Background: an optimization exercise with open tools, aiming at small area and a short achievable clock period. Do not read the settings as production practice.
No run shown here included a check of the RTL's function; only the layout flow was run.
Power figures rest on the tool's default switching activity, not on a simulated workload.

## design.v

```verilog
`timescale 1ns / 1ps
module c_xor2 (input a, input b, output y); assign y = a ^ b; endmodule
module c_nor2 (input a, input b, output y); assign y = ~(a | b); endmodule
module c_nand2 (input a, input b, output y); assign y = ~(a & b); endmodule
module c_inv (input a, output y); assign y = ~a; endmodule
module c_xnor2 (input a, input b, output y); assign y = ~(a ^ b); endmodule
module c_a21oi (input a1, input a2, input b1, output y); assign y = ~((a1 & a2) | b1); endmodule
module c_o21ai (input a1, input a2, input b1, output y); assign y = ~((a1 | a2) & b1); endmodule
module c_a22oi (input a1, input a2, input b1, input b2, output y);
    assign y = ~((a1 & a2) | (b1 & b2));
endmodule
module c_a221oi (input a1, input a2, input b1, input b2, input c1, output y);
    assign y = ~((a1 & a2) | (b1 & b2) | c1);
endmodule
module c_a222oi (input a1, input a2, input b1, input b2, input c1, input c2, output y);
    assign y = ~((a1 & a2) | (b1 & b2) | (c1 & c2));
endmodule
module c_nor3 (input a, input b, input c, output y); assign y = ~(a | b | c); endmodule
module c_mux4 (input a0, input a1, input a2, input a3, input s0, input s1, output y);
    assign y = s1 ? (s0 ? a3 : a2) : (s0 ? a1 : a0);
endmodule
module c_ao4 (input a0, input a1, input a2, input a3,
              input s0, input s1, input s2, input s3, output y);
    assign y = (a0 & s0) | (a1 & s1) | (a2 & s2) | (a3 & s3);
endmodule
module c_ao3 (input a0, input a1, input a2, input s0, input s1, input s2, output y);
    assign y = (a0 & s0) | (a1 & s1) | (a2 & s2);
endmodule
module c_ao2 (input a0, input a1, input s0, input s1, output y);
    assign y = (a0 & s0) | (a1 & s1);
endmodule
module ALM10_SOA_grp(input n3, input n2, input n1,
                     output s3, output s2, output s1, output s0, output [1:0] g);
    assign s3 = n3;
    assign s2 = ~n3 & n2;
    assign s1 = ~n3 & ~n2 & n1;
    assign s0 = ~n3 & ~n2 & ~n1;
    assign g[1] = n3 | n2;
    assign g[0] = n3 | (~n2 & n1);
endmodule
module ALM10_SOA_win(
    input  [15:0] x,
    output [1:0]  g,
    output [10:1] w,
    output        xz
    );
    wire sg = x[15];
    wire [14:0] a;
    genvar i;
    generate for (i = 0; i < 15; i = i + 1) begin : abs
        c_xor2 u(.a(x[i]), .b(sg), .y(a[i]));
    end endgenerate
    wire n3, n2, n1, z0;
    wire [5:0] o;
    c_nor2 uo0(.a(a[11]), .b(a[10]), .y(o[0]));
    c_nor2 uo1(.a(a[9]),  .b(a[8]),  .y(o[1]));
    c_nor2 uo2(.a(a[7]),  .b(a[6]),  .y(o[2]));
    c_nor2 uo3(.a(a[5]),  .b(a[4]),  .y(o[3]));
    c_nor2 uo4(.a(a[13]), .b(a[12]), .y(o[4]));
    c_nor2 uo5(.a(a[3]),  .b(a[2]),  .y(o[5]));
    c_nand2 un2(.a(o[0]), .b(o[1]), .y(n2));
    c_nand2 un1(.a(o[2]), .b(o[3]), .y(n1));
    wire a14n;
    c_inv un3a(.a(a[14]), .y(a14n));
    c_nand2 un3(.a(o[4]), .b(a14n), .y(n3));
    c_nor3 uz0(.a(a[1]), .b(a[0]), .c(~o[5]), .y(z0));
    wire s3, s2, s1, s0;
    ALM10_SOA_grp ug(.n3(n3), .n2(n2), .n1(n1), .s3(s3), .s2(s2), .s1(s1), .s0(s0), .g(g));
    assign xz = ~sg & s0 & z0;
    c_ao3 uw10(.a0(a[11]), .a1(a[7]), .a2(a[3]), .s0(s2), .s1(s1), .s2(s0), .y(w[10]));
    c_ao4 uw9 (.a0(a[14]), .a1(a[10]), .a2(a[6]), .a3(a[2]), .s0(s3), .s1(s2), .s2(s1), .s3(s0), .y(w[9]));
    c_ao4 uw8 (.a0(a[13]), .a1(a[9]),  .a2(a[5]), .a3(a[1]), .s0(s3), .s1(s2), .s2(s1), .s3(s0), .y(w[8]));
    c_ao4 uw7 (.a0(a[12]), .a1(a[8]),  .a2(a[4]), .a3(a[0]), .s0(s3), .s1(s2), .s2(s1), .s3(s0), .y(w[7]));
    c_ao3 uw6 (.a0(a[11]), .a1(a[7]), .a2(a[3]), .s0(s3), .s1(s2), .s2(s1), .y(w[6]));
    c_ao3 uw5 (.a0(a[10]), .a1(a[6]), .a2(a[2]), .s0(s3), .s1(s2), .s2(s1), .y(w[5]));
    c_ao3 uw4 (.a0(a[9]),  .a1(a[5]), .a2(a[1]), .s0(s3), .s1(s2), .s2(s1), .y(w[4]));
    c_ao3 uw3 (.a0(a[8]),  .a1(a[4]), .a2(a[0]), .s0(s3), .s1(s2), .s2(s1), .y(w[3]));
    c_ao2 uw2 (.a0(a[7]), .a1(a[3]), .s0(s3), .s1(s2), .y(w[2]));
    c_ao2 uw1 (.a0(a[6]), .a1(a[2]), .s0(s3), .s1(s2), .y(w[1]));
endmodule
module ALM10_SOA_norm(
    input  [1:0]  g,
    input  [10:1] w,
    output [3:0]  k,
    output [5:0]  f
    );
    wire [1:0] p;
    assign p[1] = w[10] | w[9];
    assign p[0] = w[10] | (~w[9] & w[8]);
    assign k = {g, p};
    genvar i;
    generate for (i = 0; i < 6; i = i + 1) begin : fr
        c_mux4 u(.a0(w[1+i]), .a1(w[2+i]), .a2(w[3+i]), .a3(w[4+i]), .s0(p[0]), .s1(p[1]), .y(f[i]));
    end endgenerate
endmodule
module ALM10_SOA_add(
    input  [8:0] lx,
    input  [8:0] ly,
    input        fx0,
    input        fy0,
    output [9:0] s
    );
    wire g0_0;
    c_nand2 u1(.a(fx0), .b(fy0), .y(g0_0));
    wire g0_1;
    c_nand2 u2(.a(lx[0]), .b(ly[0]), .y(g0_1));
    wire t0_1;
    c_nor2 u3(.a(lx[0]), .b(ly[0]), .y(t0_1));
    wire p_1;
    c_xor2 u4(.a(lx[0]), .b(ly[0]), .y(p_1));
    wire g0_2;
    c_nand2 u5(.a(lx[1]), .b(ly[1]), .y(g0_2));
    wire t0_2;
    c_nor2 u6(.a(lx[1]), .b(ly[1]), .y(t0_2));
    wire p_2;
    c_xor2 u7(.a(lx[1]), .b(ly[1]), .y(p_2));
    wire g0_3;
    c_nand2 u8(.a(lx[2]), .b(ly[2]), .y(g0_3));
    wire t0_3;
    c_nor2 u9(.a(lx[2]), .b(ly[2]), .y(t0_3));
    wire p_3;
    c_xor2 u10(.a(lx[2]), .b(ly[2]), .y(p_3));
    wire g0_4;
    c_nand2 u11(.a(lx[3]), .b(ly[3]), .y(g0_4));
    wire t0_4;
    c_nor2 u12(.a(lx[3]), .b(ly[3]), .y(t0_4));
    wire p_4;
    c_xor2 u13(.a(lx[3]), .b(ly[3]), .y(p_4));
    wire g0_5;
    c_nand2 u14(.a(lx[4]), .b(ly[4]), .y(g0_5));
    wire t0_5;
    c_nor2 u15(.a(lx[4]), .b(ly[4]), .y(t0_5));
    wire p_5;
    c_xor2 u16(.a(lx[4]), .b(ly[4]), .y(p_5));
    wire g0_6;
    c_nand2 u17(.a(lx[5]), .b(ly[5]), .y(g0_6));
    wire t0_6;
    c_nor2 u18(.a(lx[5]), .b(ly[5]), .y(t0_6));
    wire p_6;
    c_xor2 u19(.a(lx[5]), .b(ly[5]), .y(p_6));
    wire g0_7;
    c_nand2 u20(.a(lx[6]), .b(ly[6]), .y(g0_7));
    wire t0_7;
    c_nor2 u21(.a(lx[6]), .b(ly[6]), .y(t0_7));
    wire p_7;
    c_xor2 u22(.a(lx[6]), .b(ly[6]), .y(p_7));
    wire g0_8;
    c_nand2 u23(.a(lx[7]), .b(ly[7]), .y(g0_8));
    wire t0_8;
    c_nor2 u24(.a(lx[7]), .b(ly[7]), .y(t0_8));
    wire p_8;
    c_xor2 u25(.a(lx[7]), .b(ly[7]), .y(p_8));
    wire g0_9;
    c_nand2 u26(.a(lx[8]), .b(ly[8]), .y(g0_9));
    wire t0_9;
    c_nor2 u27(.a(lx[8]), .b(ly[8]), .y(t0_9));
    wire p_9;
    c_xor2 u28(.a(lx[8]), .b(ly[8]), .y(p_9));
    wire g1_1;
    c_o21ai u29(.a1(t0_1), .a2(g0_0), .b1(g0_1), .y(g1_1));
    wire g1_3;
    c_o21ai u30(.a1(t0_3), .a2(g0_2), .b1(g0_3), .y(g1_3));
    wire t1_3;
    c_nor2 u31(.a(t0_3), .b(t0_2), .y(t1_3));
    wire g1_5;
    c_o21ai u32(.a1(t0_5), .a2(g0_4), .b1(g0_5), .y(g1_5));
    wire t1_5;
    c_nor2 u33(.a(t0_5), .b(t0_4), .y(t1_5));
    wire g1_7;
    c_o21ai u34(.a1(t0_7), .a2(g0_6), .b1(g0_7), .y(g1_7));
    wire t1_7;
    c_nor2 u35(.a(t0_7), .b(t0_6), .y(t1_7));
    wire g1_9;
    c_o21ai u36(.a1(t0_9), .a2(g0_8), .b1(g0_9), .y(g1_9));
    wire t1_9;
    c_nor2 u37(.a(t0_9), .b(t0_8), .y(t1_9));
    wire g1_1_i;
    c_inv u38(.a(g1_1), .y(g1_1_i));
    wire g2_2;
    c_o21ai u39(.a1(t0_2), .a2(g1_1_i), .b1(g0_2), .y(g2_2));
    wire g2_3;
    c_a21oi u40(.a1(t1_3), .a2(g1_1), .b1(g1_3), .y(g2_3));
    wire g1_5_i;
    c_inv u41(.a(g1_5), .y(g1_5_i));
    wire g2_6;
    c_o21ai u42(.a1(t0_6), .a2(g1_5_i), .b1(g0_6), .y(g2_6));
    wire t1_5_i;
    c_inv u43(.a(t1_5), .y(t1_5_i));
    wire t2_6;
    c_nor2 u44(.a(t0_6), .b(t1_5_i), .y(t2_6));
    wire g2_7;
    c_a21oi u45(.a1(t1_7), .a2(g1_5), .b1(g1_7), .y(g2_7));
    wire t2_7;
    c_nand2 u46(.a(t1_7), .b(t1_5), .y(t2_7));
    wire g3_4;
    c_o21ai u47(.a1(t0_4), .a2(g2_3), .b1(g0_4), .y(g3_4));
    wire g2_3_i;
    c_inv u48(.a(g2_3), .y(g2_3_i));
    wire g3_5;
    c_a21oi u49(.a1(t1_5), .a2(g2_3_i), .b1(g1_5), .y(g3_5));
    wire g3_6;
    c_a21oi u50(.a1(t2_6), .a2(g2_3_i), .b1(g2_6), .y(g3_6));
    wire g3_7;
    c_o21ai u51(.a1(t2_7), .a2(g2_3), .b1(g2_7), .y(g3_7));
    wire g3_7_i;
    c_inv u52(.a(g3_7), .y(g3_7_i));
    wire g4_8;
    c_o21ai u53(.a1(t0_8), .a2(g3_7_i), .b1(g0_8), .y(g4_8));
    wire g4_9;
    c_a21oi u54(.a1(t1_9), .a2(g3_7), .b1(g1_9), .y(g4_9));
    c_xnor2 u55(.a(p_1), .b(g0_0), .y(s[0]));
    c_xor2 u56(.a(p_2), .b(g1_1), .y(s[1]));
    c_xor2 u57(.a(p_3), .b(g2_2), .y(s[2]));
    c_xnor2 u58(.a(p_4), .b(g2_3), .y(s[3]));
    c_xor2 u59(.a(p_5), .b(g3_4), .y(s[4]));
    c_xnor2 u60(.a(p_6), .b(g3_5), .y(s[5]));
    c_xnor2 u61(.a(p_7), .b(g3_6), .y(s[6]));
    c_xor2 u62(.a(p_8), .b(g3_7), .y(s[7]));
    c_xor2 u63(.a(p_9), .b(g4_8), .y(s[8]));
    wire g4_9_i;
    c_inv u64(.a(g4_9), .y(g4_9_i));
    assign s[9] = g4_9_i;
endmodule
module ALM10_SOA_dec8(input [2:0] a, input en, output [7:0] h);
    wire [2:0] an;
    c_inv ui0(.a(a[0]), .y(an[0]));
    c_inv ui1(.a(a[1]), .y(an[1]));
    c_inv ui2(.a(a[2]), .y(an[2]));
    wire [3:0] pn;
    wire [1:0] qn;
    c_nand2 up0(.a(an[1]), .b(an[0]), .y(pn[0]));
    c_nand2 up1(.a(an[1]), .b(a[0]),  .y(pn[1]));
    c_nand2 up2(.a(a[1]),  .b(an[0]), .y(pn[2]));
    c_nand2 up3(.a(a[1]),  .b(a[0]),  .y(pn[3]));
    c_nand2 uq0(.a(en), .b(an[2]), .y(qn[0]));
    c_nand2 uq1(.a(en), .b(a[2]),  .y(qn[1]));
    genvar i;
    generate for (i = 0; i < 8; i = i + 1) begin : o
        c_nor2 u(.a(pn[i % 4]), .b(qn[i / 4]), .y(h[i]));
    end endgenerate
endmodule
module ALM10_SOA_fine(
    input [1:0] b,
    input [4:0] t,
    output g00, g10, g20, g30,
    output g01, g11, g21, g31,
    output g32, g14, g24, g34
    );
    assign g00 = b == 2'd0 ? 1'b1 : b == 2'd1 ? t[4] : b == 2'd2 ? t[3] : t[2];
    assign g10 = b == 2'd0 ? 1'b0 : b == 2'd1 ? 1'b1 : b == 2'd2 ? t[4] : t[3];
    assign g20 = b == 2'd3 ? t[4] : (b == 2'd2);
    assign g30 = b == 2'd3;
    assign g01 = b == 2'd0 ? t[1] : b == 2'd1 ? t[0] : 1'b1;
    assign g11 = b == 2'd0 ? t[2] : b == 2'd1 ? t[1] : b == 2'd2 ? t[0] : 1'b1;
    assign g21 = b == 2'd0 ? t[3] : b == 2'd1 ? t[2] : b == 2'd2 ? t[1] : t[0];
    assign g31 = b == 2'd0 ? t[4] : b == 2'd1 ? t[3] : b == 2'd2 ? t[2] : t[1];
    assign g32 = b == 2'd0 ? t[0] : 1'b1;
    assign g14 = b == 2'd0;
    assign g24 = ~b[1];
    assign g34 = ~(b[1] & b[0]);
endmodule
module ALM10_SOA_expand(
    input  [9:0]  s,
    input         sgn,
    input         nz,
    output [7:0]  h,
    output [11:0] g,
    output        sn
    );
    ALM10_SOA_dec8 ud(.a(s[9:7]), .en(nz), .h(h));
    ALM10_SOA_fine uf(.b(s[6:5]), .t(s[4:0]),
        .g00(g[0]), .g10(g[1]), .g20(g[2]), .g30(g[3]),
        .g01(g[4]), .g11(g[5]), .g21(g[6]), .g31(g[7]),
        .g32(g[8]), .g14(g[9]), .g24(g[10]), .g34(g[11]));
    assign sn = sgn & nz;
endmodule
module ALM10_SOA_out(
    input  [7:0]  h,
    input  [11:0] g,
    input         sn,
    output [31:0] p
    );
    wire g00 = g[0], g10 = g[1], g20 = g[2], g30 = g[3];
    wire g01 = g[4], g11 = g[5], g21 = g[6], g31 = g[7];
    wire g32 = g[8], g14 = g[9], g24 = g[10], g34 = g[11];
    wire hpn0;
    c_nor2 u1(.a(h[2]), .b(h[3]), .y(hpn0));
    wire hp0;
    c_inv u2(.a(hpn0), .y(hp0));
    wire on0;
    c_a221oi u3(.a1(h[0]), .a2(g00), .b1(h[1]), .b2(g01), .c1(hp0), .y(on0));
    c_xnor2 u4(.a(on0), .b(sn), .y(p[0]));
    wire oa1;
    c_a222oi u5(.a1(h[0]), .a2(g10), .b1(h[1]), .b2(g11), .c1(h[4]), .c2(g14), .y(oa1));
    wire o1;
    c_nand2 u6(.a(oa1), .b(hpn0), .y(o1));
    c_xor2 u7(.a(o1), .b(sn), .y(p[1]));
    wire oa2;
    c_a222oi u8(.a1(h[0]), .a2(g20), .b1(h[1]), .b2(g21), .c1(h[4]), .c2(g24), .y(oa2));
    wire o2;
    c_nand2 u9(.a(oa2), .b(hpn0), .y(o2));
    c_xor2 u10(.a(o2), .b(sn), .y(p[2]));
    wire oa3;
    c_a222oi u11(.a1(h[0]), .a2(g30), .b1(h[1]), .b2(g31), .c1(h[2]), .c2(g32), .y(oa3));
    wire ob3;
    c_a21oi u12(.a1(h[4]), .a2(g34), .b1(h[3]), .y(ob3));
    wire o3;
    c_nand2 u13(.a(oa3), .b(ob3), .y(o3));
    c_xor2 u14(.a(o3), .b(sn), .y(p[3]));
    wire hpn1;
    c_nor2 u15(.a(h[3]), .b(h[4]), .y(hpn1));
    wire hp1;
    c_inv u16(.a(hpn1), .y(hp1));
    wire on4;
    c_a221oi u17(.a1(h[1]), .a2(g00), .b1(h[2]), .b2(g01), .c1(hp1), .y(on4));
    c_xnor2 u18(.a(on4), .b(sn), .y(p[4]));
    wire oa5;
    c_a222oi u19(.a1(h[1]), .a2(g10), .b1(h[2]), .b2(g11), .c1(h[5]), .c2(g14), .y(oa5));
    wire o5;
    c_nand2 u20(.a(oa5), .b(hpn1), .y(o5));
    c_xor2 u21(.a(o5), .b(sn), .y(p[5]));
    wire oa6;
    c_a222oi u22(.a1(h[1]), .a2(g20), .b1(h[2]), .b2(g21), .c1(h[5]), .c2(g24), .y(oa6));
    wire o6;
    c_nand2 u23(.a(oa6), .b(hpn1), .y(o6));
    c_xor2 u24(.a(o6), .b(sn), .y(p[6]));
    wire oa7;
    c_a222oi u25(.a1(h[1]), .a2(g30), .b1(h[2]), .b2(g31), .c1(h[3]), .c2(g32), .y(oa7));
    wire ob7;
    c_a21oi u26(.a1(h[5]), .a2(g34), .b1(h[4]), .y(ob7));
    wire o7;
    c_nand2 u27(.a(oa7), .b(ob7), .y(o7));
    c_xor2 u28(.a(o7), .b(sn), .y(p[7]));
    wire hpn2;
    c_nor2 u29(.a(h[4]), .b(h[5]), .y(hpn2));
    wire hp2;
    c_inv u30(.a(hpn2), .y(hp2));
    wire on8;
    c_a221oi u31(.a1(h[2]), .a2(g00), .b1(h[3]), .b2(g01), .c1(hp2), .y(on8));
    c_xnor2 u32(.a(on8), .b(sn), .y(p[8]));
    wire oa9;
    c_a222oi u33(.a1(h[2]), .a2(g10), .b1(h[3]), .b2(g11), .c1(h[6]), .c2(g14), .y(oa9));
    wire o9;
    c_nand2 u34(.a(oa9), .b(hpn2), .y(o9));
    c_xor2 u35(.a(o9), .b(sn), .y(p[9]));
    wire oa10;
    c_a222oi u36(.a1(h[2]), .a2(g20), .b1(h[3]), .b2(g21), .c1(h[6]), .c2(g24), .y(oa10));
    wire o10;
    c_nand2 u37(.a(oa10), .b(hpn2), .y(o10));
    c_xor2 u38(.a(o10), .b(sn), .y(p[10]));
    wire oa11;
    c_a222oi u39(.a1(h[2]), .a2(g30), .b1(h[3]), .b2(g31), .c1(h[4]), .c2(g32), .y(oa11));
    wire ob11;
    c_a21oi u40(.a1(h[6]), .a2(g34), .b1(h[5]), .y(ob11));
    wire o11;
    c_nand2 u41(.a(oa11), .b(ob11), .y(o11));
    c_xor2 u42(.a(o11), .b(sn), .y(p[11]));
    wire hpn3;
    c_nor2 u43(.a(h[5]), .b(h[6]), .y(hpn3));
    wire hp3;
    c_inv u44(.a(hpn3), .y(hp3));
    wire on12;
    c_a221oi u45(.a1(h[3]), .a2(g00), .b1(h[4]), .b2(g01), .c1(hp3), .y(on12));
    c_xnor2 u46(.a(on12), .b(sn), .y(p[12]));
    wire oa13;
    c_a222oi u47(.a1(h[3]), .a2(g10), .b1(h[4]), .b2(g11), .c1(h[7]), .c2(g14), .y(oa13));
    wire o13;
    c_nand2 u48(.a(oa13), .b(hpn3), .y(o13));
    c_xor2 u49(.a(o13), .b(sn), .y(p[13]));
    wire oa14;
    c_a222oi u50(.a1(h[3]), .a2(g20), .b1(h[4]), .b2(g21), .c1(h[7]), .c2(g24), .y(oa14));
    wire o14;
    c_nand2 u51(.a(oa14), .b(hpn3), .y(o14));
    c_xor2 u52(.a(o14), .b(sn), .y(p[14]));
    wire oa15;
    c_a222oi u53(.a1(h[3]), .a2(g30), .b1(h[4]), .b2(g31), .c1(h[5]), .c2(g32), .y(oa15));
    wire ob15;
    c_a21oi u54(.a1(h[7]), .a2(g34), .b1(h[6]), .y(ob15));
    wire o15;
    c_nand2 u55(.a(oa15), .b(ob15), .y(o15));
    c_xor2 u56(.a(o15), .b(sn), .y(p[15]));
    wire hpn4;
    c_nor2 u57(.a(h[6]), .b(h[7]), .y(hpn4));
    wire hp4;
    c_inv u58(.a(hpn4), .y(hp4));
    wire on16;
    c_a221oi u59(.a1(h[4]), .a2(g00), .b1(h[5]), .b2(g01), .c1(hp4), .y(on16));
    c_xnor2 u60(.a(on16), .b(sn), .y(p[16]));
    wire on17;
    c_a221oi u61(.a1(h[4]), .a2(g10), .b1(h[5]), .b2(g11), .c1(hp4), .y(on17));
    c_xnor2 u62(.a(on17), .b(sn), .y(p[17]));
    wire on18;
    c_a221oi u63(.a1(h[4]), .a2(g20), .b1(h[5]), .b2(g21), .c1(hp4), .y(on18));
    c_xnor2 u64(.a(on18), .b(sn), .y(p[18]));
    wire oa19;
    c_a222oi u65(.a1(h[4]), .a2(g30), .b1(h[5]), .b2(g31), .c1(h[6]), .c2(g32), .y(oa19));
    wire hn7;
    c_inv u66(.a(h[7]), .y(hn7));
    wire o19;
    c_nand2 u67(.a(oa19), .b(hn7), .y(o19));
    c_xor2 u68(.a(o19), .b(sn), .y(p[19]));
    wire on20;
    c_a221oi u69(.a1(h[5]), .a2(g00), .b1(h[6]), .b2(g01), .c1(h[7]), .y(on20));
    c_xnor2 u70(.a(on20), .b(sn), .y(p[20]));
    wire on21;
    c_a221oi u71(.a1(h[5]), .a2(g10), .b1(h[6]), .b2(g11), .c1(h[7]), .y(on21));
    c_xnor2 u72(.a(on21), .b(sn), .y(p[21]));
    wire on22;
    c_a221oi u73(.a1(h[5]), .a2(g20), .b1(h[6]), .b2(g21), .c1(h[7]), .y(on22));
    c_xnor2 u74(.a(on22), .b(sn), .y(p[22]));
    wire oa23;
    c_a222oi u75(.a1(h[5]), .a2(g30), .b1(h[6]), .b2(g31), .c1(h[7]), .c2(g32), .y(oa23));
    c_xnor2 u76(.a(oa23), .b(sn), .y(p[23]));
    wire on24;
    c_a22oi u77(.a1(h[6]), .a2(g00), .b1(h[7]), .b2(g01), .y(on24));
    c_xnor2 u78(.a(on24), .b(sn), .y(p[24]));
    wire on25;
    c_a22oi u79(.a1(h[6]), .a2(g10), .b1(h[7]), .b2(g11), .y(on25));
    c_xnor2 u80(.a(on25), .b(sn), .y(p[25]));
    wire on26;
    c_a22oi u81(.a1(h[6]), .a2(g20), .b1(h[7]), .b2(g21), .y(on26));
    c_xnor2 u82(.a(on26), .b(sn), .y(p[26]));
    wire on27;
    c_a22oi u83(.a1(h[6]), .a2(g30), .b1(h[7]), .b2(g31), .y(on27));
    c_xnor2 u84(.a(on27), .b(sn), .y(p[27]));
    wire on28;
    c_nand2 u85(.a(h[7]), .b(g00), .y(on28));
    c_xnor2 u86(.a(on28), .b(sn), .y(p[28]));
    wire on29;
    c_nand2 u87(.a(h[7]), .b(g10), .y(on29));
    c_xnor2 u88(.a(on29), .b(sn), .y(p[29]));
    wire on30;
    c_nand2 u89(.a(h[7]), .b(g20), .y(on30));
    c_xnor2 u90(.a(on30), .b(sn), .y(p[30]));
    wire on31;
    c_nand2 u91(.a(h[7]), .b(g30), .y(on31));
    c_xnor2 u92(.a(on31), .b(sn), .y(p[31]));
endmodule
module ALM10_SOA_mid(
    input  [1:0]  gx,
    input  [10:1] wx,
    input  [1:0]  gy,
    input  [10:1] wy,
    input         sgn,
    input         nz,
    output [7:0]  h,
    output [11:0] g,
    output        sn
    );
    wire [3:0] kx, ky;
    wire [5:0] fx, fy;
    ALM10_SOA_norm nx(.g(gx), .w(wx), .k(kx), .f(fx));
    ALM10_SOA_norm ny(.g(gy), .w(wy), .k(ky), .f(fy));
    wire [9:0] s;
    ALM10_SOA_add ad(.lx({kx, fx[5:1]}), .ly({ky, fy[5:1]}), .fx0(fx[0]), .fy0(fy[0]), .s(s));
    ALM10_SOA_expand ex(.s(s), .sgn(sgn), .nz(nz), .h(h), .g(g), .sn(sn));
endmodule
module ALM10_SOA(
    input [15:0] x,
    input [15:0] y,
    output [31:0] p
    );
    wire [1:0] gx, gy;
    wire [10:1] wx, wy;
    wire xz, yz;
    ALM10_SOA_win ux(.x(x), .g(gx), .w(wx), .xz(xz));
    ALM10_SOA_win uy(.x(y), .g(gy), .w(wy), .xz(yz));
    wire [7:0] h;
    wire [11:0] g;
    wire sn;
    ALM10_SOA_mid um(.gx(gx), .wx(wx), .gy(gy), .wy(wy), .sgn(x[15] ^ y[15]), .nz(~(xz | yz)),
                     .h(h), .g(g), .sn(sn));
    ALM10_SOA_out uo(.h(h), .g(g), .sn(sn), .p(p));
endmodule
`timescale 1ns / 10ps
module mult_top(
    input clk,
    input  [15:0] x,
    input  [15:0] y,
    output [31:0] p_out
    );
    wire [1:0] gx, gy;
    wire [10:1] wx, wy;
    wire xz, yz;
    reg  [1:0] gx1, gy1;
    reg  [10:1] wx1, wy1;
    reg  sgn1, nz1;
    ALM10_SOA_win ux(.x(x), .g(gx), .w(wx), .xz(xz));
    ALM10_SOA_win uy(.x(y), .g(gy), .w(wy), .xz(yz));
    wire [7:0] h;
    wire [11:0] g;
    wire sn;
    reg  [7:0] h2;
    reg  [11:0] g2;
    reg  sn2;
    ALM10_SOA_mid um(.gx(gx1), .wx(wx1), .gy(gy1), .wy(wy1), .sgn(sgn1), .nz(nz1),
                     .h(h), .g(g), .sn(sn));
    always @(posedge clk) begin
        gx1 <= gx;  wx1 <= wx;  gy1 <= gy;  wy1 <= wy;
        sgn1 <= x[15] ^ y[15];  nz1 <= ~(xz | yz);
        h2 <= h;    g2 <= g;    sn2 <= sn;
    end
    ALM10_SOA_out uo(.h(h2), .g(g2), .sn(sn2), .p(p_out));
endmodule
```

## flow/run.sh

```bash
#!/bin/bash
# The standard layout, with plain buffers (not delay cells) on the ports.
set -euo pipefail
bash standard.sh BUFFER_PORTS_ARGS="-buffer_cell sky130_fd_sc_hd__buf_1" ABC_LOAD_IN_FF=1 finish > flow_make.log 2>&1
```

## standard.sh

```bash
#!/bin/bash
# synth_recipe.tcl (not shown) runs the flow's synth.tcl, then flattens the netlist and writes it again
# the make line also repeats each setting of config.mk as NAME=value (left out here)
make -C /OpenROAD-flow-scripts/flow DESIGN_CONFIG=/design/flow/config.mk WORK_HOME=/design/flow/orfs CLKGATE_MAP_FILE= SYNTH_SCRIPT=/design/flow/synth_recipe.tcl "${@:-finish}"
```

## config.mk

```make
export PLATFORM = sky130hd
export DESIGN_NAME = mult_top
export DESIGN_NICKNAME = mult_top
export VERILOG_FILES = /design/flow/design.v
export SDC_FILE = /design/flow/constraint.sdc
export NUM_CORES = 4
export LEC_CHECK = 0
export CAP_MARGIN = 20
export CORE_MARGIN = 2
export CORE_UTILIZATION = 40
export SETUP_SLACK_MARGIN = 4.0
export SLEW_MARGIN = 20
export SYNTH_HIERARCHICAL = 1
```

## constraint.sdc

```tcl
create_clock -name core_clock -period 7.0 [get_ports {clk}]
set_input_delay 1.4000 -clock core_clock [delete_from_list [all_inputs] [get_ports {clk}]]
set_output_delay 1.4000 -clock core_clock [all_outputs]
set_load 0.01 [all_outputs]
```

==> impl_metrics.py, run 1 <==
metrics = {
    "run_status": {
        "outcome": "no timing/DRC/antenna violations",
    },
    "synth": {
        "yosys_most_used_dff": "dfxtp_1",
        "ys_top_cells_by_area": "dfxtp_1 (29%), xor2_1 (16%), mux4_2 (8.3%), a222oi_1 (7.3%), xnor2_1 (6.2%)",
        "avgSynthCellArea_um2": 8.54,
        "synth_compound_area_frac": 0.193,
        "synth_top_family_by_area": "XOR/XNOR gates",
        "ys_ff_latch": 47,
        "yosysMostFrequentCell": "xor2_1",
        "synthMuxAreaShare": 0.101,
        "ys_warn_count": 7,
        "synth_top_cell_by_area": "dfxtp_1",
        "synthArstFlopShare": 0,
        "synth.yosys.seq_area_share": 0.288,
        "synth_top_area_share": 0.288,
        "ys_types": 24,
        "synthesis.area_um2": 3270,
        "synth.cells.most_frequent": "xor2_1 (58), nand2_1 (48), dfxtp_1 (47), nor2_1 (47), inv_1 (39)",
        "synth_nets": 416,
        "synth_edf_count": 0,
        "synthXorXnorAreaFrac": 0.217,
        "syn_inst": 383,
        "yosys.area_share.simple": 0.133,
        "synthAdderAreaFrac": 0,
    },
    "placement": {
        "gp_congestion": 0.895,
        "place_ws_ns": 3.26,
        "hpwl_mm": 5.43,
        "place_area_um2": 3570,
        "dp.cells": 541,
        "port_buffers": 64,
    },
    "floorplan": {
        "initial_core_util": 0.419,
        "dieArea_um2": 8920,
        "ioPinCount": 65,
        "die_w_um": 94.4,
        "core_um2": 7810,
        "row_count": 32,
        "die_h_um": 94.4,
    },
    "power_and_ir_drop": {
        "leakagePower_uw": 0.00167,
        "p_sw_uw": 689,
        "swShare": 0.449,
        "pwr-share-seq": 0.291,
        "p_int_uw": 845,
        "vdd_ir_drop_max_mv": 0.121,
        "pwr-share-clk": 0.133,
        "power_density_nw_per_um2": 398,
        "finalPower_uw": 1530,
        "pwr-share-comb": 0.576,
    },
    "routing": {
        "wl_met3_um": 452,
        "wl_per_cell_um": 12.9,
        "via_per_inst": 5.36,
        "dr.max_layer_used": "met4",
        "drc_errors": 0,
        "drtIter0Drc": 235,
        "via_count": 2946,
        "dr_wl_met2_mm": 3.33,
        "route.layer.met1.wl_mm": 3.11,
        "dr.pass1.iters": 8,
        "antenna_left": 0,
        "wl_mm": 7.11,
    },
    "critical_path": {
        "worstReg2RegStart": "wy1[8]",
        "ff2ff_setup_slack_ns": 4.23,
        "critPathLaunch": "h2[5]",
        "critPathCaptureType": "output pin",
        "crit_arrival_ns": 1.51,
        "critPathKind": "flip-flop to output pin",
        "start_kind": "flip-flop",
        "cp_max_fo": 15,
        "critPathRequiredTime_ns": 5.60,
    },
    "clock_network": {
        "clk_latency_ns": 0.29,
        "clkTransAtPathRegs_ns": 0.08,
        "ctsRootBufferMaster": "clkbuf_8",
        "htreeDepth": 2,
        "numCtsBuffers": 5,
        "clk_path_buf_depth": 2,
        "cts.sinks": 47,
        "cts_tree": "yes",
        "hold_buffers": 0,
    },
    "global_route": {
        "grt_use_total": 0.161,
        "grt_pass1_vias": 2602,
        "gr-total-overflow": 0,
        "antenna_found_initial": 0,
        "grt_pass1_wl_mm": 11.7,
        "grt_max_degree": 33,
    },
    "sta": {
        "hold_violations": 0,
        "fin_crit_ns": 2.91,
        "finalWorstSetupSlack_ns": 4.09,
        "finClkSkew_ns": 0.00424,
        "totalNegativeSetupSlack_ns": 0,
        "worst_pin_slew_ns": 0.552,
        "slew_violations": 0,
        "fin_crit_sh": 0.416,
        "fmax_mhz": 344,
        "maxSlewHeadroom": 0.630,
        "rsz0062_at_grt": "yes",
        "setup_viol": 0,
    },
    "min_path": {
        "hp-class": "flip-flop to flip-flop",
        "min-delay-start": "sgn1",
    },
    "flow_run": {
        "max_cap_viol_count": 0,
    },
    "cells_and_area": {
        "syn2layout_area_growth_pct": 17.7,
        "fin_nets": 480,
        "final_cell_area_um2": 3850,
        "fin_cells": 550,
        "layout-drive-gt1-share": 0.125,
        "num_antenna_cells": 0,
    },
}
worst paths after layout:
check                           endpoint  cells past startpoint
worst max-delay path            p_out[8]                      5
worst min-delay path                 sn2                      1
worst max register to register     g2[6]                     10
worst min register to register       sn2                      1
registers in the layout, indices dropped and copies added (netlist names):
signal	cells
h2	8
nz1	1
g2	12
gy1	2
sn2	1
gx1	2
sgn1	1
wx1	10
wy1	10
routing by layer:
metal	vias to the layer above	global-route usage
met2	126	0.271
met4	0	0.0797
met3	15	0.0215
met5	-	0
met1	1319	0.202
li1	1486	-
power by group through the flow:
stage                     clock network [uW]  registers, uW  logic [uW]
after floorplan                            0            419         662
after global placement                     0            443         812
final                                    203            447         884
after global routing                     221            463         987
after detailed placement                   0            445         822
after CTS                                210            442         836
cell type report:
cell class              count  area [um^2]
flip-flops and latches     47          960
clock buffers               6         82.6
multi-input cells         288         2230
clock inverters             2         38.8
fillers                   786         3960
inverters                  39          146
well taps                 102          128
repair buffers             66          265
cells in the final DEF, fill, tap and decap left out, drive strengths merged:
cell type / synthesis / routed
a21oi: 14 / 14
buf: 9 / 62
or2: 4 / 4
xnor2: 23 / 23
a21o: 4 / 4
and3b: 2 / 2
a221oi: 10 / 10
a22o: 4 / 4
or3: 1 / 1
inv: 39 / 40
xor2: 58 / 58
bufinv: 0 / 1
and2: 1 / 1
o21ai: 10 / 10
mux2i: 6 / 6
a22oi: 16 / 16
dfxtp: 47 / 47
a222oi: 24 / 24
clkbuf: 0 / 10
nor2: 47 / 47
nand2: 48 / 48
nor3b: 2 / 2
mux4: 12 / 12
nor3: 2 / 2
metrics by stage:
stage | utilization | hold slack [ns]
final | 0.493 | 0.483
after global routing | 0.493 | 0.527
after CTS | 0.480 | 0.493
after detailed placement | 0.458 | 0.471
after global placement | 0.458 | 0.450
after floorplan | - | 0.413
Yosys stat by module (local to each module, per instance), excerpt:
module	cells	area, um^2	flip-flops and latches	copies in the design
c_inv	1	3.75	0	17
ALM10_SOA_grp	8	40.0	0	2
c_nor3	1	5.00	0	2
c_mux4	1	22.5	0	12
c_a22oi	1	7.51	0	4
mult_top	49	953	47	1
c_nand2	1	3.75	0	40
c_nor2	1	3.75	0	39
c_xor2	1	8.76	0	57
c_ao3	2	13.8	0	10
c_ao2	1	8.76	0	4
cells by family (layout without fill, tap and decap cells):
logic type | count (synthesis) | after routing
flip-flops | 47 | 47
XOR/XNOR | 81 | 81
AND/OR/NAND/NOR | 107 | 107
AO/OA/AOI/OAI | 82 | 82
multiplexers | 18 | 18
buffers and inverters | 48 | 113
critical path, cell delays in order, from the launching register on:
cell,delay [ns]
dfxtp_2,0.42
nor2_2,0.21
inv_1,0.07
a221oi_2,0.19
xnor2_1,0.15
buf_1,0.17
what timing repair did:
| action | 4_1_cts | 5_1_grt |
|---|---|---|
| pin swaps | 0 | 4 |
| resized for setup | 23 | 30 |
| setup endpoints to repair | 39 | 46 |
| gates cloned | 0 | 0 |
| buffers inserted | 0 | 1 |
==> run 2, diff against run 1 <==
--- a/config.mk
+++ b/config.mk
@@ -9,5 +9,5 @@
 export CORE_MARGIN = 2
 export CORE_UTILIZATION = 40
-export SETUP_SLACK_MARGIN = 4.0
+export SETUP_SLACK_MARGIN = 4.2
 export SLEW_MARGIN = 20
 export SYNTH_HIERARCHICAL = 1
==> run 2 against run 1 <==
Still clean. Cell count grew 4.7%. Register-to-register slack gained 0.08 ns. Non-clock buffer count grew 25. Die area is the same. Global-route usage grew 0.46 points. First-iteration DRC count shrank 13%. Critical path depth grew 1. Worst setup slack gained 0.015 ns. Sequential power grew 4%.
==> impl_metrics.py, run 2 <==
metrics = {
    "critical_path": {
        "crit_path_top_delay_cell": "dfxtp_4",
        "critPathRequiredTime_ns": 5.60,
        "crit_arrival_ns": 1.49,
        "path_delay_family": "flip-flops",
        "critPathLaunch": "h2[4]",
        "worst-path-buf-inv": 3,
        "reg2reg_depth": 12,
        "critPathKind": "flip-flop to output pin",
        "cp_max_fo": 8,
        "cpPeakStageDelay_ns": 0.39,
        "critPathCaptureType": "output pin",
        "path_cells": "buf_4, nor2_4, inv_1, a221oi_2, xnor2_1, buf_2",
        "r2r_end": "g2[8]",
        "cp.depth": 6,
        "worstReg2RegStart": "wy1[9]",
        "start_kind": "flip-flop",
        "ff2ff_setup_slack_ns": 4.31,
    },
    "synth": {
        "synth_top_family_by_area": "XOR/XNOR gates",
        "synth_nets": 416,
        "ys_warn_count": 7,
        "avgSynthCellArea_um2": 8.54,
        "synth.yosys.seq_area_share": 0.288,
        "synthAdderAreaFrac": 0,
        "synth_edf_count": 0,
        "yosysMostFrequentCell": "xor2_1",
        "synth_top_cell_by_area": "dfxtp_1",
        "ys_top_cells_by_area": "dfxtp_1 (29%), xor2_1 (16%), mux4_2 (8.3%), a222oi_1 (7.3%), xnor2_1 (6.2%)",
        "yosys_most_used_dff": "dfxtp_1",
        "synth.cells.most_frequent": "xor2_1 (58), nand2_1 (48), dfxtp_1 (47), nor2_1 (47), inv_1 (39)",
        "synthXorXnorAreaFrac": 0.217,
        "synthesis.area_um2": 3270,
        "synth_compound_area_frac": 0.193,
        "synthArstFlopShare": 0,
        "syn_inst": 383,
        "synthMuxAreaShare": 0.101,
        "ys_types": 24,
        "synth_top_area_share": 0.288,
        "yosys.area_share.simple": 0.133,
        "ys_ff_latch": 47,
    },
    "cells_and_area": {
        "num_antenna_cells": 0,
        "regMostFlops": "g2",
        "layout_commonest_cell": "xor2_1",
        "fin_nets": 506,
        "most-common-layout-cells": "xor2_1 (57), nand2_1 (46), inv_1 (38), nor2_1 (36), buf_1 (36)",
        "largest_register_ffs": 12,
        "fin_util": 0.541,
        "layout-drive-gt1-share": 0.268,
        "syn2layout_area_growth_pct": 29.0,
        "top_regs": "g2 (12), wx1 (10), wy1 (10)",
    },
    "power_and_ir_drop": {
        "leakagePower_uw": 0.00190,
        "pwr-share-seq": 0.276,
        "finalPower_uw": 1680,
        "p_int_uw": 923,
        "pwr-share-comb": 0.631,
        "p_sw_uw": 754,
        "vdd_ir_drop_max_mv": 0.124,
        "pwr-share-clk": 0.092,
        "swShare": 0.450,
        "power_density_nw_per_um2": 397,
    },
    "clock_network": {
        "numCtsBuffers": 5,
        "cts_tree": "yes",
        "htreeDepth": 2,
        "clk_latency_ns": 0.30,
        "clkTransAtPathRegs_ns": 0.08,
        "clk_path_buf_depth": 2,
        "ctsRootBufferMaster": "clkbuf_8",
        "cts.sinks": 47,
    },
    "routing": {
        "via_per_inst": 5.36,
        "via_count": 3089,
        "wl_per_cell_um": 13.6,
        "drc_errors": 0,
        "dr.pass1.iters": 6,
        "wl_mm": 7.82,
        "antenna_left": 0,
        "drtIter0Drc": 205,
    },
    "floorplan": {
        "initial_core_util": 0.419,
        "row_count": 32,
        "die_h_um": 94.4,
        "dieArea_um2": 8920,
        "die_w_um": 94.4,
        "ioPinCount": 65,
        "core_um2": 7810,
    },
    "sta": {
        "finClkSkew_ns": 0.00598,
        "setup_viol": 0,
        "fin_crit_sh": 0.413,
        "slew_violations": 0,
        "totalNegativeSetupSlack_ns": 0,
        "hold_violations": 0,
        "rsz0062_at_grt": "yes",
        "holdWs_ns": 0.473,
        "fin_crit_ns": 2.89,
        "maxSlewHeadroom": 0.661,
        "finalWorstSetupSlack_ns": 4.11,
        "fmax_mhz": 346,
        "worst_pin_slew_ns": 0.507,
    },
    "min_path": {
        "hp-class": "flip-flop to flip-flop",
        "hold-path-endpoint": "sn2",
        "min-delay-start": "sgn1",
        "min_path_cells": 1,
    },
    "global_route": {
        "grt_pass1_vias": 2685,
        "grt_max_degree": 33,
        "grt_pass1_wl_mm": 12.1,
        "gr-total-overflow": 0,
        "grt_use_total": 0.166,
        "antenna_found_initial": 0,
    },
    "placement": {
        "place_ws_ns": 3.26,
        "port_buffers": 64,
        "gp_congestion": 0.888,
        "hpwl_mm": 5.38,
    },
    "run_status": {
        "outcome": "no timing/DRC/antenna violations",
    },
    "flow_run": {
        "max_cap_viol_count": 0,
    },
}
## run 2: cell counts after synthesis
No cell type changed its count.
## run 2: cell type report
type	count	area, um^2
fill	750	3590
multi-input combinational	289	2350
sequential	47	981
timing repair buffer	91	524
inverter	39	146
tap	102	128
clock buffer	5	68.8
clock inverter	3	18.8
## run 2: kinds of logic (layout without fill, tap and decap cells)
logic type | after synthesis | count (layout)
AO/OA/AOI/OAI | 82 | 82
XOR/XNOR | 81 | 82
buffers and inverters | 48 | 138
flip-flops | 47 | 47
multiplexers | 18 | 18
AND/OR/NAND/NOR | 107 | 107
## run 2: modules after synthesis (local to each module, per instance), a selection
module | area (um^2) | cells
c_xor2 | 8.76 | 1
c_a21oi | 5.00 | 1
ALM10_SOA_add | 7.51 | 1
c_ao2 | 8.76 | 1
c_o21ai | 5.00 | 1
c_nor3 | 5.00 | 1
c_a221oi | 8.76 | 1
c_ao4 | 18.8 | 3
c_a222oi | 10.0 | 1
mult_top | 953 | 49
ALM10_SOA_win | 12.5 | 2
ALM10_SOA_fine | 155 | 23
## run 2: how the worst max path moves through the flow
stage	slack [ns]	end
CTS	4.10	p_out[15]
global route	4.00	p_out[14]
global placement	3.30	wy1[8]
finish	4.11	p_out[8]
detailed placement	3.26	wy1[7]
floorplan	4.29	g2[6]
## run 2: metal layers
layer  track usage  share of wire  routed length, um  up-vias
met5             0              0                  0        -
met4        0.0556          0.014                110        0
met3        0.0311          0.066                520        8
met2         0.292           0.51               3980      129
met1         0.203           0.41               3210     1419
li1              -              -                  -     1533
## run 2: timing repair
item                                    4_1_cts  5_1_grt
pin swaps                                    17       27
endpoints found under the setup margin       75       66
cloned                                        1        0
hold buffers                                  0        0
gates resized for setup                      82       34
setup buffers                                 8       19
## run 2: worst register-to-register path: cells and delay by family, from the launching register on
family,cells,cell delay (ns)
AO/OA/AOI/OAI,3,0.65
XOR/XNOR,1,0.14
buffers and inverters,4,0.43
flip-flops,1,0.34
multiplexers,1,0.50
AND/OR/NAND/NOR,3,0.53
## run 2: power by group through the flow
stage	Combinational, uW	Sequential (uW)	Clock, uW
floorplan	662	419	0
global placement	804	450	0
detailed placement	814	453	0
CTS	927	460	161
global route	1160	476	170
finish	1060	464	155
## run 2: stage by stage
| stage | cell area [um^2] | cells |
|---|---|---|
| after CTS | 3920 | 557 |
| after global placement | 3570 | 540 |
| after detailed placement | 3570 | 540 |
| after global routing | 4220 | 576 |
| after floorplan | 3270 | 383 |
| final | 4220 | 576 |
==> run 3, diff against run 2 <==
--- a/config.mk
+++ b/config.mk
@@ -9,5 +9,5 @@
 export CORE_MARGIN = 2
 export CORE_UTILIZATION = 40
-export SETUP_SLACK_MARGIN = 4.2
+export SETUP_SLACK_MARGIN = 3.8
 export SLEW_MARGIN = 20
 export SYNTH_HIERARCHICAL = 1
==> run 3 against run 2 <==
Still clean on timing, DRC and antenna. Synthesized cell count unchanged. Non-clock buffer count shrank 26. Sequential cell count unchanged. Wire length decreased by 11%. Cell count decreased by 4.7%. Clock skew down 0.0015 ns. Count of clock-buffer cells in the layout increased by 1. Critical endpoint is now p_out[4].
==> impl_metrics.py, run 3 <==
metrics = {
    "placement": {
        "hpwl_mm": 5.43,
        "dp.cells": 541,
        "gp_congestion": 0.895,
        "port_buffers": 64,
    },
    "power_and_ir_drop": {
        "pwr-share-clk": 0.138,
        "pwr-share-seq": 0.300,
        "vdd_ir_drop_max_mv": 0.118,
        "p_int_uw": 814,
        "p_sw_uw": 662,
        "power_density_nw_per_um2": 394,
        "pwr-share-comb": 0.563,
        "swShare": 0.448,
        "leakagePower_uw": 0.00163,
    },
    "critical_path": {
        "cp_max_fo": 15,
        "critPathCaptureType": "output pin",
        "crit_arrival_ns": 1.75,
        "path_delay_family": "flip-flops",
        "cp.depth": 5,
        "critPathRequiredTime_ns": 5.60,
        "path_cells": "nor2_1, inv_1, a221oi_1, xnor2_1, buf_1",
        "reg2reg_depth": 10,
        "cpPeakStageDelay_ns": 0.48,
        "critPathKind": "flip-flop to output pin",
        "start_kind": "flip-flop",
        "worst-path-buf-inv": 2,
        "crit_path_top_delay_cell": "dfxtp_1",
    },
    "floorplan": {
        "dieArea_um2": 8920,
        "core_um2": 7810,
        "row_count": 32,
        "initial_core_util": 0.419,
        "die_w_um": 94.4,
        "ioPinCount": 65,
        "die_h_um": 94.4,
    },
    "synth": {
        "synth.yosys.seq_area_share": 0.288,
        "synth_top_area_share": 0.288,
        "ys_types": 24,
        "ys_ff_latch": 47,
        "synth_nets": 416,
        "synth_edf_count": 0,
        "synthArstFlopShare": 0,
        "syn_inst": 383,
        "yosysMostFrequentCell": "xor2_1",
        "ys_warn_count": 7,
        "yosys_most_used_dff": "dfxtp_1",
        "avgSynthCellArea_um2": 8.54,
        "ys_top_cells_by_area": "dfxtp_1 (29%), xor2_1 (16%), mux4_2 (8.3%), a222oi_1 (7.3%), xnor2_1 (6.2%)",
        "synth_top_cell_by_area": "dfxtp_1",
        "synth.cells.most_frequent": "xor2_1 (58), nand2_1 (48), dfxtp_1 (47), nor2_1 (47), inv_1 (39)",
        "synthesis.area_um2": 3270,
    },
    "cells_and_area": {
        "regArea_um2": 943,
        "layout-drive-gt1-share": 0.0783,
        "n_fill_cell": 794,
        "num_antenna_cells": 0,
        "multi_input_area_um2": 2150,
        "syn2layout_area_growth_pct": 14.6,
        "regMostFlops": "g2",
        "layout_commonest_cell": "buf_1",
        "most-common-layout-cells": "buf_1 (62), xor2_1 (58), nand2_1 (48), dfxtp_1 (45), nor2_1 (41)",
        "fin_nets": 479,
        "largest_register_ffs": 12,
        "fin_cells": 549,
        "top_regs": "g2 (12), wx1 (10), wy1 (10)",
    },
    "clock_network": {
        "hold_buffers": 0,
        "ctsRootBufferMaster": "clkbuf_8",
        "cts_tree": "yes",
        "numCtsBuffers": 5,
        "clkTransAtPathRegs_ns": 0.08,
        "cts.sinks": 47,
        "clk_latency_ns": 0.29,
        "clk_path_buf_depth": 2,
        "htreeDepth": 2,
    },
    "routing": {
        "drtIter0Drc": 215,
        "via_count": 2948,
        "dr.pass1.iters": 6,
        "wl_per_cell_um": 12.8,
        "antenna_left": 0,
        "drc_errors": 0,
        "via_per_inst": 5.37,
        "wl_mm": 7.00,
    },
    "sta": {
        "fin_crit_ns": 3.15,
        "setup_viol": 0,
        "rsz0062_at_grt": "yes",
        "slew_violations": 0,
        "fmax_mhz": 317,
        "hold_violations": 0,
        "totalNegativeSetupSlack_ns": 0,
        "worst_pin_slew_ns": 0.701,
        "fin_crit_sh": 0.450,
        "finClkSkew_ns": 0.00443,
        "maxSlewHeadroom": 0.530,
    },
    "min_path": {
        "min_path_cells": 1,
        "hp-class": "flip-flop to flip-flop",
    },
    "global_route": {
        "grt_pass1_vias": 2599,
        "antenna_found_initial": 0,
        "grt_use_total": 0.161,
        "grt_max_degree": 33,
        "grt_pass1_wl_mm": 11.7,
        "gr-total-overflow": 0,
    },
    "flow_run": {
        "max_cap_viol_count": 0,
    },
    "run_status": {
        "outcome": "no timing/DRC/antenna violations",
    },
}
## run 3: worst paths after layout
path,from,end,slack (ns)
max reg2reg,wx1[9],g2[6],4.08
max,h2[4],p_out[4],3.85
min reg2reg,sgn1,sn2,0.48
min,sgn1,sn2,0.48
## run 3: modules after synthesis (local to each module, per instance), excerpt
module | cells inside | cell area [um^2] | flip-flops and latches
ALM10_SOA_add | 1 | 7.51 | 0
ALM10_SOA_expand | 1 | 6.26 | 0
ALM10_SOA_grp | 8 | 40.0 | 0
ALM10_SOA_norm | 5 | 32.5 | 0
ALM10_SOA_win | 2 | 12.5 | 0
c_a221oi | 1 | 8.76 | 0
c_a222oi | 1 | 10.0 | 0
c_a22oi | 1 | 7.51 | 0
c_ao3 | 2 | 13.8 | 0
c_ao4 | 3 | 18.8 | 0
c_mux4 | 1 | 22.5 | 0
c_nand2 | 1 | 3.75 | 0
c_nor2 | 1 | 3.75 | 0
c_xnor2 | 1 | 8.76 | 0
c_xor2 | 1 | 8.76 | 0
mult_top | 49 | 953 | 47
## run 3: final cells by class
class	instances	area share
Clock buffer	6	0.0220
Tap cell	102	0.0340
Timing Repair Buffer	65	0.0697
Inverter	39	0.0390
Clock inverter	2	0.0103
Multi-Input combinational cell	288	0.573
Sequential cell	47	0.252
## run 3: power by group through the flow
| stage | combinational [uW] | sequential (uW) | clock [uW] |
|---|---|---|---|
| after floorplan | 662 | 419 | 0 |
| after global placement | 812 | 443 | 0 |
| after detailed placement | 822 | 445 | 0 |
| after CTS | 831 | 438 | 210 |
| after global routing | 935 | 457 | 221 |
| final | 831 | 442 | 203 |
## run 3: logic make-up (layout without fill, tap and decap cells)
logic type,Yosys count,in the layout,share of synthesized area
flops,47,47,0.288
xor+xnor,81,81,0.217
mux,18,18,0.101
buf+inv,48,112,0.0677
simple gates,107,107,0.133
compound gates,82,82,0.193
## run 3: per-layer routing
metal,global-route usage,wire [um],share of wire,vias up
li1,-,-,-,1480
met4,0.0785,191,0.027,0
met1,0.201,3030,0.43,1318
met2,0.273,3290,0.47,138
met3,0.0215,481,0.069,12
met5,0,0,0,-
## run 3: through the flow
stage                     instance area [um^2]  hold WS (ns)  setup WS (ns)   util  total power, uW
after floorplan                           3270         0.413           4.09      -             1080
after global placement                    3570         0.450           3.29  0.458             1260
after detailed placement                  3570         0.471           3.26  0.458             1270
after CTS                                 3720         0.493           3.82  0.476             1480
after global routing                      3750         0.527           3.78  0.480             1610
final                                     3750         0.483           3.85  0.480             1480
## run 3: timing repair
action	4_1_cts	5_1_grt
endpoints found under the setup margin	23	32
gates resized for setup	6	14
endpoints found under the hold margin	0	0
setup buffers	0	0
pin swaps	0	0
==> run 4, diff against run 3 <==
--- a/config.mk
+++ b/config.mk
@@ -9,5 +9,7 @@
 export CORE_MARGIN = 2
 export CORE_UTILIZATION = 40
-export SETUP_SLACK_MARGIN = 3.8
+export CTS_CLUSTER_DIAMETER = 80
+export CTS_CLUSTER_SIZE = 24
+export SETUP_SLACK_MARGIN = 4.0
 export SLEW_MARGIN = 20
 export SYNTH_HIERARCHICAL = 1
==> run 4 against run 3 <==
Sequential cell count is the same. Worst hold slack about the same. Worst setup slack better by 0.24 ns. Global-route usage barely moved. Wire length grew 1.6%. Clock power is essentially flat. Count of clock-buffer cells in the layout did not move. Synthesized cell count is the same. Sequential power is 1% higher. Critical path depth stayed put. Largest power group unchanged. Core utilization grew 1.3 points. Highest routed layer unchanged. Still clean on timing, DRC and antenna. Combinational power is 6.4% higher.
==> impl_metrics.py, run 4 <==
metrics = {
    "synth": {
        "yosys_most_used_dff": "dfxtp_1",
        "ys_types": 24,
        "synthesis.area_um2": 3270,
        "synth_nets": 416,
        "yosysMostFrequentCell": "xor2_1",
        "synth.cells.most_frequent": "xor2_1 (58), nand2_1 (48), dfxtp_1 (47), nor2_1 (47), inv_1 (39)",
        "synth.yosys.seq_area_share": 0.288,
        "syn_inst": 383,
        "ys_warn_count": 7,
        "ys_top_cells_by_area": "dfxtp_1 (29%), xor2_1 (16%), mux4_2 (8.3%), a222oi_1 (7.3%), xnor2_1 (6.2%)",
        "synth_top_cell_by_area": "dfxtp_1",
        "synth_edf_count": 0,
        "synth_top_area_share": 0.288,
        "avgSynthCellArea_um2": 8.54,
        "ys_ff_latch": 47,
        "synthArstFlopShare": 0,
    },
    "sta": {
        "worst_pin_slew_ns": 0.552,
        "finClkSkew_ns": 0.00424,
        "fin_crit_ns": 2.91,
        "setup_viol": 0,
        "finalWorstSetupSlack_ns": 4.09,
        "fmax_mhz": 344,
        "rsz0062_at_grt": "yes",
        "hold_violations": 0,
        "fin_crit_sh": 0.416,
        "totalNegativeSetupSlack_ns": 0,
        "maxSlewHeadroom": 0.630,
        "slew_violations": 0,
    },
    "clock_network": {
        "hold_buffers": 0,
        "htreeDepth": 2,
        "cts.sinks": 47,
        "clkTransAtPathRegs_ns": 0.08,
        "clk_path_buf_depth": 2,
        "ctsRootBufferMaster": "clkbuf_8",
        "clk_latency_ns": 0.29,
        "numCtsBuffers": 5,
        "cts_tree": "yes",
    },
    "cells_and_area": {
        "n_fill_cell": 786,
        "fin_nets": 480,
        "final_cell_area_um2": 3850,
        "regArea_um2": 960,
        "most-common-layout-cells": "buf_1 (60), xor2_1 (58), nand2_1 (48), inv_1 (39)",
        "regMostFlops": "g2",
        "syn2layout_area_growth_pct": 17.7,
        "multi_input_area_um2": 2230,
        "num_antenna_cells": 0,
        "largest_register_ffs": 12,
        "layout-drive-gt1-share": 0.125,
        "top_regs": "g2 (12), wx1 (10), wy1 (10)",
        "layout_commonest_cell": "buf_1",
    },
    "routing": {
        "drtIter0Drc": 235,
        "wl_mm": 7.11,
        "antenna_left": 0,
        "via_per_inst": 5.36,
        "wl_per_cell_um": 12.9,
        "via_count": 2946,
        "drc_errors": 0,
        "dr.pass1.iters": 8,
    },
    "global_route": {
        "grt_max_degree": 33,
        "grt_use_total": 0.161,
        "grt_pass1_wl_mm": 11.7,
        "gr-total-overflow": 0,
        "grt_pass1_vias": 2602,
        "antenna_found_initial": 0,
    },
    "flow_run": {
        "max_cap_viol_count": 0,
    },
    "placement": {
        "gp_congestion": 0.895,
        "hpwl_mm": 5.43,
        "port_buffers": 64,
        "place_area_um2": 3570,
        "place_ws_ns": 3.26,
    },
    "floorplan": {
        "die_w_um": 94.4,
        "die_h_um": 94.4,
        "initial_core_util": 0.419,
        "row_count": 32,
        "core_um2": 7810,
        "dieArea_um2": 8920,
        "ioPinCount": 65,
    },
    "power_and_ir_drop": {
        "power_density_nw_per_um2": 398,
        "finalPower_uw": 1530,
        "leakagePower_uw": 0.00167,
        "vdd_ir_drop_max_mv": 0.121,
    },
    "critical_path": {
        "crit_arrival_ns": 1.51,
        "cpPeakStageDelay_ns": 0.42,
        "critPathKind": "flip-flop to output pin",
        "path_cells": "nor2_2, inv_1, a221oi_2, xnor2_1, buf_1",
        "path_delay_family": "flip-flops",
        "reg2reg_depth": 10,
        "worst-path-buf-inv": 2,
        "cp.depth": 5,
        "critPathRequiredTime_ns": 5.60,
        "crit_path_top_delay_cell": "dfxtp_2",
        "critPathCaptureType": "output pin",
        "cp_max_fo": 15,
        "start_kind": "flip-flop",
    },
    "run_status": {
        "outcome": "no timing/DRC/antenna violations",
    },
    "min_path": {
        "min_path_cells": 1,
        "hp-class": "flip-flop to flip-flop",
    },
}
==> run 4: changes by cell type in the layout (fill, tap and decap cells not counted), sizes merged <==
cell,change
clkdlybuf4s18,-1
clkbuf,+4
clkdlybuf4s15,-1
buf,-1
==> run 4: per-module statistics from Yosys, one instance, submodules excluded, excerpt <==
module | times used | cell area, um^2 | cells inside
c_ao4 | 6 | 18.8 | 3
ALM10_SOA_fine | 1 | 155 | 23
ALM10_SOA_expand | 1 | 6.26 | 1
c_a221oi | 10 | 8.76 | 1
mult_top | 1 | 953 | 49
ALM10_SOA_norm | 2 | 32.5 | 5
c_nand2 | 40 | 3.75 | 1
c_a222oi | 14 | 10.0 | 1
c_a22oi | 4 | 7.51 | 1
c_o21ai | 10 | 5.00 | 1
c_xnor2 | 23 | 8.76 | 1
ALM10_SOA_grp | 2 | 40.0 | 8
c_ao3 | 10 | 13.8 | 2
c_nor3 | 2 | 5.00 | 1
c_a21oi | 9 | 5.00 | 1
c_mux4 | 12 | 22.5 | 1
==> run 4: through the flow <==
stage | instances | hold slack [ns] | utilization
after floorplan | 383 | 0.413 | -
after global placement | 541 | 0.450 | 0.458
after CTS | 549 | 0.493 | 0.480
after global routing | 550 | 0.527 | 0.493
after detailed placement | 541 | 0.471 | 0.458
final | 550 | 0.483 | 0.493
==> run 4: timing repair <==
item,in CTS,in global routing
cloned,0,0
endpoints found under the setup margin,39,46
pin swaps,0,4
resized for setup,23,30
buffers inserted,0,1
==> run 4: worst paths after layout <==
| kind | start | endpoint | slack (ns) |
|---|---|---|---|
| hold / removal | sgn1 | sn2 | 0.48 |
| setup reg to reg | wy1[8] | g2[6] | 4.23 |
| setup / recovery | h2[5] | p_out[8] | 4.09 |
| hold reg to reg | sgn1 | sn2 | 0.48 |
==> run 4: cell families after synthesis <==
kind of cell    Yosys count  synth area share
compound gates           82             0.193
mux                      18             0.101
buf+inv                  48            0.0677
simple gates            107             0.133
xor+xnor                 81             0.217
flops                    47             0.288
==> run 4: power by group <==
part           internal (uW)  switching [uW]
Clock                    117            86.2
Sequential               338             109
Combinational            390             494
Total                    845             689
==> run 4: layout make-up <==
type	instances	area share
clock buffer	6	0.0214
clock inverter	2	0.0101
inverter	39	0.0380
multi-input combinational	288	0.579
sequential	47	0.249
tap	102	0.0331
timing repair buffer	66	0.0689
==> run 4: metal layers <==
metal  part of all wire  GRT usage  routed length [um]
met1               0.44      0.202                3110
met3              0.064     0.0215                 452
met4              0.031     0.0797                 219
met5                  0          0                   0
met2               0.47      0.271                3330
==> run 5, diff against run 4 <==
==> flow/run.sh (replaced) <==
#!/bin/bash
# The standard layout, with plain buffers (not delay cells) on the ports.
set -euo pipefail
bash standard.sh BUFFER_PORTS_ARGS="-buffer_cell sky130_fd_sc_hd__buf_1" CTS_ARGS="-sink_clustering_enable -repair_clock_nets -dont_use_dummy_load" finish > flow_make.log 2>&1
--- a/config.mk
+++ b/config.mk
@@ -9,6 +9,4 @@
 export CORE_MARGIN = 2
 export CORE_UTILIZATION = 40
-export CTS_CLUSTER_DIAMETER = 80
-export CTS_CLUSTER_SIZE = 24
 export SETUP_SLACK_MARGIN = 4.0
 export SLEW_MARGIN = 20
==> run 5 against run 4 <==
Design area rose by 3.0%. Still clean on timing, DRC and antenna. Critical endpoint is now p_out[5]. Via count rose by 0.78%. Non-clock buffer count rose by 7.
==> impl_metrics.py, run 5 <==
metrics = {
    "global_route": {
        "grt_pass1_vias": 2626,
        "gr-total-overflow": 0,
        "grt_max_degree": 33,
        "grt_pass1_wl_mm": 11.8,
        "antenna_found_initial": 0,
        "grt_use_total": 0.156,
    },
    "min_path": {
        "min-delay-start": "sgn1",
        "hp-class": "flip-flop to flip-flop",
    },
    "sta": {
        "slew_violations": 0,
        "hold_violations": 0,
        "finClkSkew_ns": 0.0211,
        "totalNegativeSetupSlack_ns": 0,
        "holdWs_ns": 0.495,
        "finalWorstSetupSlack_ns": 4.08,
        "fmax_mhz": 343,
        "worst_pin_slew_ns": 0.488,
        "setup_viol": 0,
        "maxSlewHeadroom": 0.675,
        "fin_crit_sh": 0.417,
        "fin_crit_ns": 2.92,
        "rsz0062_at_grt": "yes",
    },
    "critical_path": {
        "critPathLaunch": "h2[5]",
        "worstReg2RegStart": "wy1[9]",
        "crit_arrival_ns": 1.52,
        "start_kind": "flip-flop",
        "critPathRequiredTime_ns": 5.60,
        "cpPeakStageDelay_ns": 0.42,
        "critPathCaptureType": "output pin",
        "path_cells": "a222oi_1, nand2_1, xor2_1, clkbuf_2",
        "cp_max_fo": 15,
        "critPathKind": "flip-flop to output pin",
        "crit_path_top_delay_cell": "dfxtp_4",
    },
    "cells_and_area": {
        "top_regs": "g2 (12), wx1 (10), wy1 (10)",
        "largest_register_ffs": 12,
        "num_antenna_cells": 0,
        "n_fill_cell": 824,
        "fin_nets": 487,
        "layout-drive-gt1-share": 0.195,
        "layout_commonest_cell": "xor2_1",
        "syn2layout_area_growth_pct": 16.2,
        "most-common-layout-cells": "xor2_1 (58), buf_1 (55), nand2_1 (46), inv_1 (39)",
        "regMostFlops": "g2",
    },
    "clock_network": {
        "clk_latency_ns": 0.29,
        "cts_tree": "yes",
        "numCtsBuffers": 5,
        "clkTransAtPathRegs_ns": 0.08,
        "htreeDepth": 2,
        "ctsRootBufferMaster": "clkbuf_8",
        "clk_path_buf_depth": 2,
        "cts.sinks": 47,
    },
    "floorplan": {
        "die_h_um": 96.4,
        "dieArea_um2": 9290,
        "ioPinCount": 65,
        "core_um2": 8260,
        "row_count": 33,
        "initial_core_util": 0.413,
        "die_w_um": 96.4,
    },
    "power_and_ir_drop": {
        "leakagePower_uw": 0.00172,
        "finalPower_uw": 1550,
        "vdd_ir_drop_max_mv": 0.117,
        "power_density_nw_per_um2": 390,
    },
    "synth": {
        "yosysMostFrequentCell": "xor2_1",
        "yosys_most_used_dff": "dfxtp_1",
        "ys_warn_count": 7,
        "synth_top_area_share": 0.276,
        "synth_edf_count": 0,
        "avgSynthCellArea_um2": 8.91,
        "syn_inst": 383,
        "ys_types": 27,
        "synth.yosys.seq_area_share": 0.276,
        "synthArstFlopShare": 0,
        "ys_ff_latch": 47,
        "synth_nets": 416,
        "synth.cells.most_frequent": "xor2_1 (58), nand2_1 (48), dfxtp_1 (47), nor2_1 (43), inv_1 (39)",
        "ys_top_cells_by_area": "dfxtp_1 (28%), xor2_1 (15%), mux4_2 (7.9%), a222oi_1 (7.0%), xnor2_1 (5.9%)",
        "synth_top_cell_by_area": "dfxtp_1",
        "synthesis.area_um2": 3410,
    },
    "placement": {
        "hpwl_mm": 5.50,
        "place_ws_ns": 3.38,
        "gp_congestion": 0.853,
        "port_buffers": 64,
    },
    "flow_run": {
        "max_cap_viol_count": 0,
    },
    "run_status": {
        "outcome": "no timing/DRC/antenna violations",
    },
    "routing": {
        "via_count": 2969,
        "via_per_inst": 5.33,
        "antenna_left": 0,
        "drtIter0Drc": 246,
        "wl_mm": 7.10,
        "dr.pass1.iters": 8,
        "wl_per_cell_um": 12.7,
        "drc_errors": 0,
    },
}
[run 5: layout make-up]
cell class,count,area [um^2],share of cell area
Clock buffer,5,68.8,0.0173
Tap cell,105,131,0.0331
Inverter,39,146,0.0369
Sequential cell,47,965,0.243
Multi-Input combinational cell,288,2320,0.585
Timing Repair Buffer,73,334,0.0842
[run 5: metal layers]
layer | vias up | share of wire | global-route usage
met3 | 9 | 0.072 | 0.0272
li1 | 1491 | - | -
met1 | 1342 | 0.43 | 0.198
met4 | 0 | 0.018 | 0.0469
met2 | 127 | 0.48 | 0.272
met5 | - | 0 | 0
[run 5: what timing repair did]
action,4_1_cts,5_1_grt
hold buffers,0,0
setup endpoints to repair,57,50
pin swaps,0,6
setup buffers,0,9
hold endpoints to repair,0,0
resized for setup,16,30
[run 5: critical path: cells and delay by family, from the launching register on]
| kind | cells | cell delay (ns) |
|---|---|---|
| flops | 1 | 0.42 |
| buf+inv | 1 | 0.16 |
| simple gates | 1 | 0.13 |
| xor+xnor | 1 | 0.16 |
| compound gates | 1 | 0.36 |
[run 5: final timing paths]
path                            depth (start not counted)        to  slack, ns
worst max-delay path                                    4  p_out[5]       4.08
worst min-delay path                                    1       sn2       0.50
worst max register to register                         11     g2[6]       4.21
worst min register to register                          1       sn2       0.50
[run 5: per-stage QoR]
stage | util | cell area, um^2 | cells
after floorplan | - | 3410 | 383
after global placement | 0.449 | 3710 | 543
after detailed placement | 0.449 | 3710 | 543
after CTS | 0.462 | 3810 | 548
after global routing | 0.480 | 3970 | 557
final | 0.480 | 3970 | 557
[run 5: cell families (layout without fill, tap and decap cells)]
family | Yosys count | after routing | share of synthesized area
mux | 18 | 18 | 0.0968
compound gates | 82 | 82 | 0.220
flops | 47 | 47 | 0.276
simple gates | 107 | 107 | 0.135
buf+inv | 48 | 117 | 0.0649
xor+xnor | 81 | 81 | 0.208
[run 5: power by group]
| part | total (uW) | internal [uW] | switching [uW] |
|---|---|---|---|
| clock network | 135 | 64.2 | 70.9 |
| registers | 477 | 343 | 134 |
| logic | 937 | 437 | 499 |
| total | 1550 | 844 | 704 |
[run 5: Yosys stat by module (local to each module, per instance), excerpt]
module            cell area [um^2]  cells  copies in the design  flops+latches
c_xor2                        8.76      1                    57              0
c_xnor2                       8.76      1                    23              0
c_nor2                        3.75      1                    39              0
c_nand2                       3.75      1                    40              0
ALM10_SOA_norm                32.5      5                     2              0
c_a222oi                      10.0      1                    14              0
c_inv                         3.75      1                    17              0
c_nor3                        10.0      1                     2              0
c_a221oi                      15.0      1                    10              0
c_a22oi                       12.5      1                     4              0
c_ao4                         18.8      3                     6              0
ALM10_SOA_add                 7.51      1                     1              0
ALM10_SOA_win                 12.5      2                     2              0
ALM10_SOA_expand              6.26      1                     1              0
c_ao2                         8.76      1                     4              0
ALM10_SOA_fine                 155     23                     1              0

afterwards: timing with drivers on the ports:
The flow's constraints put no driver on any port. The routed layouts listed below were extracted and timed again, unchanged, in two steps. Step 1: set_driving_cell puts a clkbuf_16 on clk and a buf_2 on each other input, an assumption about the parent block. Step 2 also shifts input and output timing later by t, the mid clock arrival at the registers, as if the neighbouring blocks saw the same clock. a / b / c = ideal ports / drivers / drivers and shift; a / b = the first two.
| run | t (ns) | slack for setup (ns) | worst setup path at the end | worst register clock-pin slew, ns | cell pins on the clock port's net |
|---|---|---|---|---|---|
| run 1 | 0.321 | 4.091 / 4.063 / 3.832 | input to register | 0.08 / 0.08 | 1 |
| run 2 | 0.319 | 4.106 / 4.079 / 4.014 | input to register | 0.08 / 0.08 | 1 |
| run 3 | 0.321 | 3.848 / 3.819 / 3.622 | input to register | 0.08 / 0.08 | 1 |
| run 4 | 0.321 | 4.091 / 4.063 / 3.832 | input to register | 0.08 / 0.08 | 1 |
| run 5 | 0.302 | 4.082 / 4.057 / 3.933 | input to register | 0.08 / 0.08 | 1 |
After both steps setup and hold are still met in every run listed.
